This design comes from an exercise in tuning for small area and a short achievable clock period on the open sky130 flow, not from production work.
The RTL was checked by simulation tests, not by an equivalence proof against the original design.
Power is estimated from default activity; no workload was simulated.

$ cat design/flow/run.sh
#!/bin/bash
# synth_recipe.tcl (not shown) runs the flow's synth.tcl, then flattens the netlist and writes it again
# the make line also repeats each setting of config.mk as NAME=value (left out here)
make -C /OpenROAD-flow-scripts/flow DESIGN_CONFIG=/design/flow/config.mk WORK_HOME=/design/flow/orfs CLKGATE_MAP_FILE= SYNTH_SCRIPT=/design/flow/synth_recipe.tcl finish
$ cat design/flow/config.mk
export PLATFORM = sky130hd
export DESIGN_NAME = Benes_8p
export DESIGN_NICKNAME = Benes_8p
export VERILOG_FILES = /design/flow/design.v
export SDC_FILE = /design/flow/constraint.sdc
export NUM_CORES = 4
export LEC_CHECK = 0
export CAP_MARGIN = 20
export CORE_MARGIN = 2
export CORE_UTILIZATION = 40
export SETUP_SLACK_MARGIN = 1.1
export SLEW_MARGIN = 20
$ cat design/flow/constraint.sdc
create_clock -name core_clock -period 2.5 [get_ports {clk}]
set_input_delay 0.5000 -clock core_clock [delete_from_list [all_inputs] [get_ports {clk}]]
set_output_delay 0.5000 -clock core_clock [all_outputs]
set_load 0.01 [all_outputs]
$ cat design/flow/design.v
module Col0_Route (
    input  [23:0] p,
    output [2:0]  s0       
);
    wire [1:0] d [0:7];
    genvar k;
    generate for (k = 0; k < 8; k = k + 1) begin : g_d
        assign d[k] = p[3*k+1 +: 2];
    end endgenerate
    wire bs01 = (d[0] == d[3]) | (d[1] == d[2]);
    wire bd01 = (d[0] == d[2]) | (d[1] == d[3]);
    wire bs02 = (d[0] == d[5]) | (d[1] == d[4]);
    wire bd02 = (d[0] == d[4]) | (d[1] == d[5]);
    wire bs03 = (d[0] == d[7]) | (d[1] == d[6]);
    wire bd03 = (d[0] == d[6]) | (d[1] == d[7]);
    wire bs12 = (d[2] == d[5]) | (d[3] == d[4]);
    wire bd12 = (d[2] == d[4]) | (d[3] == d[5]);
    wire bs13 = (d[2] == d[7]) | (d[3] == d[6]);
    wire bd13 = (d[2] == d[6]) | (d[3] == d[7]);
    wire bs23 = (d[4] == d[7]) | (d[5] == d[6]);
    wire bd23 = (d[4] == d[6]) | (d[5] == d[7]);
    wire f0_1 = bd01 | (bs02 & bd12) | (bd02 & bs12) | (bs03 & bd13) | (bd03 & bs13);
    wire f1_2 = bs02 | (bs01 & bs12) | (bd01 & bd12) | (bs03 & bs23) | (bd03 & bd23);
    wire f0_2 = bd02 | (bs01 & bd12) | (bd01 & bs12) | (bs03 & bd23) | (bd03 & bs23);
    wire f1_3 = bs03 | (bs01 & bs13) | (bd01 & bd13) | (bs02 & bs23) | (bd02 & bd23);
    wire f0_3 = bd03 | (bs01 & bd13) | (bd01 & bs13) | (bs02 & bd23) | (bd02 & bs23);
    wire s1 = ~f0_1;
    wire s2 = f1_2 | ~(f0_2 | bd12);
    wire s3 = f1_3 | ~(f0_3 | bd13 | (bd23 & ~bs13));
    assign s0 = {s3, s2, s1};
endmodule
module Sub_Route (
    input [1:0] g0,
    input       g1h,
    input [1:0] g2,
    input       g3l,
    output [4:0] s     
);
    wire c11 = g2[1] ^ g0[1];
    wire a   = ~g0[0];
    wire b   = c11 ? ~g2[0] : ~g3l;
    assign s[0] = c11;
    assign s[1] = ~g0[1];
    assign s[2] = ~g1h;
    assign s[3] = g0[1] ? b : a;
    assign s[4] = g0[1] ? a : b;
endmodule
module Benes_8p (input wire [2:0] mp0, mp1, mp2, mp3, mp4, mp5, mp6, mp7,
    input clk,
    output wire [19:0] state
);
    wire [23:0] p1 = {mp7, mp6, mp5, mp4, mp3, mp2, mp1, mp0};
    wire [2:0] s0_w;
    Col0_Route c0(.p(p1), .s0(s0_w));
    reg [2:0] s0_2;
    reg [7:0] su_2;      
    reg [3:0] lu_2;      
    reg [5:0] sl_2;      
    wire [3:0] s0x = {s0_w, 1'b1};
    integer r;
    always @(posedge clk) begin
        s0_2 <= s0_w;
        for (r = 0; r < 4; r = r + 1) begin
            su_2[2*r +: 2] <= s0x[r] ? p1[6*r+1 +: 2] : p1[6*r+4 +: 2];
            lu_2[r]        <= s0x[r] ? p1[6*r]        : p1[6*r+3];
        end
        sl_2[1:0] <= p1[5:4];                         
        sl_2[2]   <= s0x[1] ? p1[11]    : p1[8];      
        sl_2[4:3] <= s0x[2] ? p1[17:16] : p1[14:13];  
        sl_2[5]   <= s0x[3] ? p1[22]    : p1[19];     
    end
    wire [3:0] t_w;
    wire [4:0] bu_w, bl_w;
    assign t_w[0] = |{su_2[1:0] == 2'd0 & ~lu_2[0], su_2[3:2] == 2'd0 & ~lu_2[1],
                      su_2[5:4] == 2'd0 & ~lu_2[2], su_2[7:6] == 2'd0 & ~lu_2[3]};
    assign t_w[1] = |{su_2[1:0] == 2'd1 & ~lu_2[0], su_2[3:2] == 2'd1 & ~lu_2[1],
                      su_2[5:4] == 2'd1 & ~lu_2[2], su_2[7:6] == 2'd1 & ~lu_2[3]};
    assign t_w[2] = |{su_2[1:0] == 2'd2 & ~lu_2[0], su_2[3:2] == 2'd2 & ~lu_2[1],
                      su_2[5:4] == 2'd2 & ~lu_2[2], su_2[7:6] == 2'd2 & ~lu_2[3]};
    assign t_w[3] = |{su_2[1:0] == 2'd3 & ~lu_2[0], su_2[3:2] == 2'd3 & ~lu_2[1],
                      su_2[5:4] == 2'd3 & ~lu_2[2], su_2[7:6] == 2'd3 & ~lu_2[3]};
    Sub_Route bu(.g0(su_2[1:0]), .g1h(su_2[3]), .g2(su_2[5:4]), .g3l(su_2[6]), .s(bu_w));
    Sub_Route bl(.g0(sl_2[1:0]), .g1h(sl_2[2]), .g2(sl_2[4:3]), .g3l(sl_2[5]), .s(bl_w));
    reg [16:0] q2, q3, q4, q5, q6, q7;
    always @(posedge clk) begin
        q2 <= {t_w, s0_2, bl_w, bu_w};
        q3 <= q2;
        q4 <= q3;
        q5 <= q4;
        q6 <= q5;
        q7 <= q6;
    end
    assign state[0]  = 1'b1;
    assign state[1]  = 1'b1;
    assign state[2]  = q7[1];
    assign state[3]  = q7[3];
    assign state[4]  = q7[13];
    assign state[5]  = q7[10];
    assign state[6]  = q7[0];
    assign state[7]  = q7[2];
    assign state[8]  = q7[4];
    assign state[9]  = q7[14];
    assign state[10] = q7[11];
    assign state[11] = 1'b1;
    assign state[12] = q7[6];
    assign state[13] = q7[8];
    assign state[14] = q7[15];
    assign state[15] = q7[12];
    assign state[16] = q7[5];
    assign state[17] = q7[7];
    assign state[18] = q7[9];
    assign state[19] = q7[16];
endmodule
==> results of run 1 <==
==> synth_stat cells (2+ instances only) <==
| cell type | instances | area, um^2 |
|---|---|---|
| a21oi_1 | 6 | 30.0 |
| a22oi_1 | 4 | 30.0 |
| a22oi_2 | 2 | 25.0 |
| buf_4 | 15 | 113 |
| buf_6 | 3 | 33.8 |
| dfxtp_1 | 123 | 2460 |
| inv_1 | 7 | 26.3 |
| mux2_2 | 13 | 146 |
| mux2i_1 | 4 | 40.0 |
| nand2_1 | 3 | 11.3 |
| nand2b_1 | 3 | 18.8 |
| nand3_1 | 3 | 15.0 |
| nand3b_1 | 2 | 15.0 |
| nor2_1 | 10 | 37.5 |
| nor2b_1 | 2 | 12.5 |
| nor3_1 | 2 | 10.0 |
| o22ai_1 | 7 | 43.8 |
| o22ai_2 | 2 | 25.0 |
| xnor2_1 | 11 | 96.3 |
| xor2_1 | 38 | 333 |
==> layout make-up <==
class | instances | area, um^2 | area share, %
Clock buffer | 17 | 414 | 7.33
Clock inverter | 15 | 116 | 2.06
Inverter | 7 | 26.3 | 0.465
Multi-Input combinational cell | 133 | 1510 | 26.7
Sequential cell | 123 | 2460 | 43.6
Tap cell | 111 | 139 | 2.46
Timing Repair Buffer | 107 | 985 | 17.4
==> registers in the layout, indices dropped and copies added (netlist names) <==
signal / flops
q5: 17
q3: 17
q2: 17
su_2: 8
q4: 17
sl_2: 6
s0_2: 3
q6: 17
q7: 17
lu_2: 4
==> power breakdown <==
group	total, W	internal (W)	switching (W)	leakage [nW]
sequential	0.00245	0.00234	0.000105	1.04
clock	0.00210	0.00123	0.000871	0.249
combinational	0.000826	0.000465	0.000361	1.17
total	0.00537	0.00404	0.00134	2.46
==> metal layers <==
metal / GRT usage, % / share of wire [%] / vias to the layer above
li1: - / - / 1127
met1: 15.4 / 41 / 1060
met2: 22.8 / 52 / 52
met3: 5.41 / 3.9 / 12
met4: 8.11 / 3.4 / 0
met5: 0 / 0 / -
==> critical path: stages <==
cell       delay [ns]
buf_6            0.09
buf_8            0.13
buf_6            0.11
xnor2_2          0.12
a22oi_2          0.30
nor2b_4          0.07
a2111oi_4        0.39
nand3_4          0.18
mux2_4           0.32
==> cells in the final DEF, fill, tap and decap left out, types with 4 or more instances in the layout <==
cell | synthesis | routed
mux2i_1 | 4 | 4
o22ai_2 | 2 | 6
mux2_2 | 13 | 4
clkdlybuf4s50_1 | 0 | 7
xnor2_4 | 0 | 4
dfxtp_1 | 123 | 123
buf_12 | 0 | 4
inv_6 | 0 | 4
clkbuf_16 | 0 | 16
xor2_1 | 38 | 23
buf_8 | 0 | 5
buf_2 | 0 | 22
clkinvlp_4 | 0 | 5
buf_4 | 15 | 32
nor2_1 | 10 | 10
mux2_4 | 0 | 9
xnor2_2 | 1 | 5
inv_1 | 7 | 6
a21oi_1 | 6 | 6
buf_6 | 3 | 35
xor2_4 | 0 | 4
xor2_2 | 0 | 11
==> path summary, 6_finish.rpt <==
kind	startpoint	slack (ns)	to
worst max register to register	su_2[5]	1.47	q2[13]
worst max-delay path	mp6[1]	0.66	su_2[4]
worst min register to register	q2[14]	0.32	q3[14]
worst min-delay path	mp1[2]	0.24	sl_2[1]
==> cells by family after synthesis <==
| logic type | synth area share [%] |
|---|---|
| AOI/OAI and AO/OA | 7.40 |
| muxes | 4.99 |
| and+or+nand+nor | 4.65 |
| other | 0.100 |
| DFF | 65.9 |
| buffers and inverters | 5.09 |
| xor gates and xnor gates | 11.9 |
==> metrics by stage <==
step | area [um^2] | cells | TNS, ns | hold slack, ns | setup WS, ns
final | 5650 | 513 | 0 | 0.240 | 0.665
after global routing | 5650 | 513 | 0 | 0.216 | 0.623
after CTS | 5270 | 503 | 0 | 0.196 | 0.663
after detailed placement | 4460 | 454 | -3.92 | 0.312 | -0.371
after global placement | 4460 | 454 | -3.78 | 0.310 | -0.328
after floorplan | 3790 | 283 | 0 | 0.310 | 0.442
==> timing repair <==
action                                 CTS  global route
endpoints found under the hold margin    0             0
pin swaps                               18            22
buffers inserted                        17            10
gates resized for setup                187            60
setup endpoints to repair               33            33
==> run_results.csv, run 1 <==
group,metric,value,unit
status,outcome,"no timing/DRC/antenna violations",
clocking,cts_tree,"done",
clocking,clock-sinks,123,
worst_setup_path,cp_max_fo,7,
cells_and_area,antenna_cells,0,
cells_and_area,n_fill_cell,700,
floorplan,io_pins,45,
sta,skew,0.00437,ns
clocking,cts-buffers-inserted,17,
logic_synthesis,synth_area,3740,um^2
clocking,cts_buffer_depth,2,
cells_and_area,utilization,61.7,%
sta,timing.final.crit_share,73.4,%
power,ir_drop,0.492,mV
power,cellLeakagePower,2.46,nW
floorplan,dieWidth,101,um
power,p_per_area,951,nW/um^2
placed_design,routabilityCongestion,0.814,
route,drt-total-wl,6810,um
sta,fmax,545,MHz
clocking,hold_buffers,0,
floorplan,die-area,10100,um^2
worst_setup_path,arrival,2.22,ns
clocking,h-tree-depth,4,
clocking,cts-root-buf,"clkbuf_8",
floorplan,rows,35,
route,drt-initial-drc-count,108,
route,post_drt_wl_per_cell,13.3,um
worst_hold_path,hold_path.class,"primary input to register",
logic_synthesis,syn_inst,281,
global_route,grt_pass1_vias,2242,
cells_and_area,layout-drive-gt1-share,48.0,%
worst_setup_path,reg2regPathDepth,3,
route,drc,0,
power,finalPower,0.00537,W
worst_setup_path,critPathLaunchType,"primary input",
logic_synthesis,ys.flop_type,"dfxtp_1",
logic_synthesis,synth-seq-cells,123,
worst_setup_path,end_kind,"register",
run,drv_cap,0,
route,ant_nets,0,
global_route,track_usage,13.9,%
route,viasPerCell,4.39,
route,vias,2251,
logic_synthesis,synth_edf_count,0,
logic_synthesis,seq_area_frac_synth,65.9,%
logic_synthesis,async_reset_ff_share,0,%
logic_synthesis,synth_cell_types,41,
floorplan,core,9150,um^2
sta,drv_slew,0,
logic_synthesis,synth_warnings,2,
global_route,grt.overflow.total,0,
worst_setup_path,critical_path_class,"primary input to register",
worst_hold_path,min_path_cells,2,
floorplan,die_h,101,um
clocking,clk_latency,0.50,ns
cells_and_area,area_delta_synth_final,51.1,%
global_route,grt_start_max_net_pins,17,
route,drt-pass1-iter-count,4,
sta,hold_violations,0,
placed_design,port_buffers,40,
global_route,antenna_found_initial,0,
sta,setup_viol,0,
global_route,grt_pass1_wl,10500,um
sta,period_minus_slack,1.84,ns
sta,grt_setup_unrepaired,"yes",
clocking,path_clk_slew,0.06,ns
floorplan,start_util,40.8,%
cells_and_area,nets,414,
worst_setup_path,timing.critical_path.required,2.89,ns
placed_design,hpwlAfterDp,4130,um
logic_synthesis,synth.avg_cell_area,13.3,um^2
==> run 2, diff against run 1 <==
--- a/design/flow/config.mk
+++ b/design/flow/config.mk
@@ -8,5 +8,4 @@
 export CAP_MARGIN = 20
 export CORE_MARGIN = 2
 export CORE_UTILIZATION = 40
-export SETUP_SLACK_MARGIN = 1.1
 export SLEW_MARGIN = 20
==> run_results.csv, run 2 <==
group,metric,value,unit
route,viasPerCell,4.29,
worst_setup_path,crit_chain,"clkdlybuf4s50_1, buf_4, xnor2_1, a22oi_2, nor2b_1, a2111oi_4, nand3_2, mux2_2",
route,drt-pass1-iter-count,4,
worst_setup_path,reg2regPathDepth,3,
worst_hold_path,min_from,"q2[2]",
logic_synthesis,synth-seq-cells,123,
logic_synthesis,synth_area,3740,um^2
worst_setup_path,reg2reg_slack,1.43,ns
logic_synthesis,synth_warnings,2,
power,p_per_area,1070,nW/um^2
sta,period_minus_slack,2.37,ns
power,seq_power_share,46.0,%
logic_synthesis,synth_top_area_cell,"dfxtp_1",
cells_and_area,antenna_cells,0,
sta,whs,0.320,ns
logic_synthesis,synth_cell_types,41,
global_route,track_usage,13.1,%
power,internal_power,0.00405,W
clocking,clock-sinks,123,
logic_synthesis,syn_inst,281,
global_route,grt_pass1_vias,2047,
global_route,antenna_found_initial,0,
status,outcome,"no timing/DRC/antenna violations",
floorplan,rows,35,
worst_setup_path,end_kind,"register",
logic_synthesis,yosys.cell_count.top_type,"dfxtp_1",
floorplan,die_h,101,um
placed_design,dpl_cell_area,4410,um^2
cells_and_area,final_cells,484,
worst_setup_path,cp_max_fo,6,
floorplan,io_pins,45,
global_route,grt_pass1_wl,9830,um
logic_synthesis,synth_edf_count,0,
cells_and_area,layout-drive-gt1-share,25.2,%
sta,drv_slew,0,
worst_setup_path,timing.critical_path.required,2.88,ns
worst_setup_path,max_stage_delay,0.65,ns
clocking,cts-root-buf,"clkbuf_8",
clocking,h-tree-depth,4,
cells_and_area,area_delta_synth_final,33.3,%
logic_synthesis,ys_top_cells_by_count,"dfxtp_1 (123), xor2_1 (38), buf_4 (15), mux2_2 (13), xnor2_1 (11)",
worst_hold_path,min_path_cells,0,
placed_design,hpwlAfterDp,4200,um
power,p_sw_share,23.9,%
logic_synthesis,ys.flop_type,"dfxtp_1",
floorplan,core,9150,um^2
floorplan,die-area,10100,um^2
power,cellLeakagePower,2.12,nW
worst_setup_path,arrival,2.74,ns
global_route,grt_start_max_net_pins,17,
logic_synthesis,seq_area_frac_synth,65.9,%
worst_setup_path,rr_startpoint,"su_2[5]",
route,post_drt_wl_per_cell,12.2,um
worst_setup_path,critPathLaunchType,"primary input",
cells_and_area,n_fill_cell,741,
cells_and_area,stdcell_area,4980,um^2
logic_synthesis,async_reset_ff_share,0,%
clocking,clk_latency,0.49,ns
route,vias,2074,
worst_setup_path,critPathBufInv,2,
cells_and_area,final_common_cell,"dfxtp_1",
placed_design,dp_cells,452,
worst_setup_path,critical_path_class,"primary input to register",
cells_and_area,seqCellArea,2460,um^2
sta,timing.final.crit_share,94.6,%
route,drt-total-wl,5900,um
cells_and_area,multi_input_area,1100,um^2
worst_setup_path,critPathTopFamily,"buffers and inverters",
route,ant_nets,0,
clocking,hold_buffers,0,
route,drt-initial-drc-count,97,
worst_setup_path,crit_slowest_cell,"clkdlybuf4s50_1",
worst_hold_path,hold_path.class,"register to register",
run,drv_cap,0,
power,p_clk_share,42.2,%
floorplan,start_util,40.8,%
power,power.switching,0.00127,W
worst_setup_path,r2r-end,"q2[13]",
cells_and_area,nets,385,
sta,skew,0.00561,ns
clocking,path_clk_slew,0.06,ns
power,p_comb_share,11.8,%
sta,hold_violations,0,
sta,setup_viol,0,
clocking,cts_tree,"done",
logic_synthesis,synth.avg_cell_area,13.3,um^2
floorplan,dieWidth,101,um
placed_design,port_buffers,40,
power,ir_drop,0.450,mV
logic_synthesis,yosys.area.top_type_share,65.9,%
logic_synthesis,synthTopCellsByArea,"dfxtp_1 (66%), xor2_1 (8.9%), mux2_2 (3.9%)",
worst_hold_path,whs_endpoint,"q3[2]",
global_route,grt.overflow.total,0,
power,finalPower,0.00532,W
sta,fmax,423,MHz
placed_design,routabilityCongestion,0.863,
route,drc,0,
cells_and_area,final_cell_mix,"dfxtp_1 (123), clkdlybuf4s50_1 (40), xor2_1 (38), buf_4 (38), clkbuf_16 (16)",
clocking,cts-buffers-inserted,17,
sta,grt_setup_unrepaired,"no",
clocking,cts_buffer_depth,2,
## run 2: cell counts after synthesis
No cell type changed its count.
## run 2: per-layer routing
metal	global-route usage (%)	vias to the layer above	share of wire, %	routed length, um
met4	7.48	0	2.1	125
met5	0	-	0	0
li1	-	1080	-	-
met1	14.6	939	45	2630
met2	21.4	45	50	2950
met3	4.99	10	3.2	190
## run 2: how the worst max path moves through the flow
stage           start  cells past startpoint      end  slack (ns)
2_1_floorplan  mp5[2]                      7  lu_2[3]        0.41
3_3_place_gp   mp4[2]                      8  sl_2[3]       -0.45
3_5_place_dp   mp4[2]                      8  sl_2[3]       -0.37
4_1_cts        mp4[2]                      8  lu_2[2]        0.15
5_1_grt        mp4[2]                      8  su_2[5]        0.04
6_report       mp4[2]                      8  sl_2[3]        0.13
## run 2: worst reg2reg max path, stage by stage, from the launching register on
cell and delay (ns):
dfxtp_1 0.48, or3_1 0.17, o31ai_1 0.06, a211o_1 0.24
## run 2: area by class of cell
| type | instances | area share [%] |
|---|---|---|
| Clock buffer | 17 | 8.31 |
| Clock inverter | 15 | 3.11 |
| Multi-Input combinational cell | 133 | 22.1 |
| Inverter | 7 | 0.527 |
| Timing Repair Buffer | 78 | 13.8 |
| Tap cell | 111 | 2.79 |
| Sequential cell | 123 | 49.4 |
## run 2: through the flow
stage               setup WS [ns]  utilization [%]  TNS [ns]
floorplan                   0.405                -         0
global placement           -0.445             48.1     -5.57
detailed placement         -0.374             48.1     -4.64
CTS                         0.152             54.4         0
global route               0.0436             54.4         0
finish                      0.135             54.4         0
## run 2: what timing repair did
action / CTS / global route
resized for setup: 0 / 1
setup buffers: 0 / 0
setup endpoints to repair: 0 / 4
## run 2: power by group through the flow
stage               combinational, W  clock, W  sequential (W)
floorplan                   0.000340         0         0.00249
global placement            0.000622         0         0.00247
detailed placement          0.000623         0         0.00249
CTS                         0.000625   0.00231         0.00246
global route                0.000685   0.00240         0.00249
finish                      0.000626   0.00225         0.00245
## run 2: cell families after synthesis
kind of cell / share of synthesized area, %
XOR/XNOR: 11.9
AO/OA/AOI/OAI: 7.40
other: 0.100
multiplexers: 4.99
AND/OR/NAND/NOR: 4.65
flip-flops: 65.9
buffers and inverters: 5.09

## static timing again, ports no longer ideal
The results above use ideal ports. As a check the final layouts listed here were re-extracted and re-timed, cells and wires unchanged. Step 1 (the two cells are an assumption about what drives the block):
set clk [get_ports {clk}]
set_driving_cell -lib_cell sky130_fd_sc_hd__clkbuf_16 $clk
set_driving_cell -lib_cell sky130_fd_sc_hd__buf_2 [delete_from_list [all_inputs] $clk]
Step 2, shift: input delay + t, output delay - t, t = (earliest + latest rising clock arrival at the registers) / 2. This alone moves slack from input paths to output paths. Slacks: no drivers / after step 1 / after step 2; pairs: no drivers / after step 1.
run	shift t [ns]	setup WS [ns]	latest minus earliest clock arrival (ns)	slew at the worst register clock pin (ns)	worst data-port slew with drivers (ns)
run 1	0.525	0.665 / 0.661 / 0.136	0.006 / 0.006	0.06 / 0.06	0.05
run 2	0.518	0.135 / 0.142 / -0.376	0.006 / 0.006	0.06 / 0.06	0.04
With both steps, setup timing fails in run 2, where it was met with ideal ports. For run 1, which loses most, drivers alone change the setup slack by -0.004 ns; drivers and shift together by -0.529 ns.
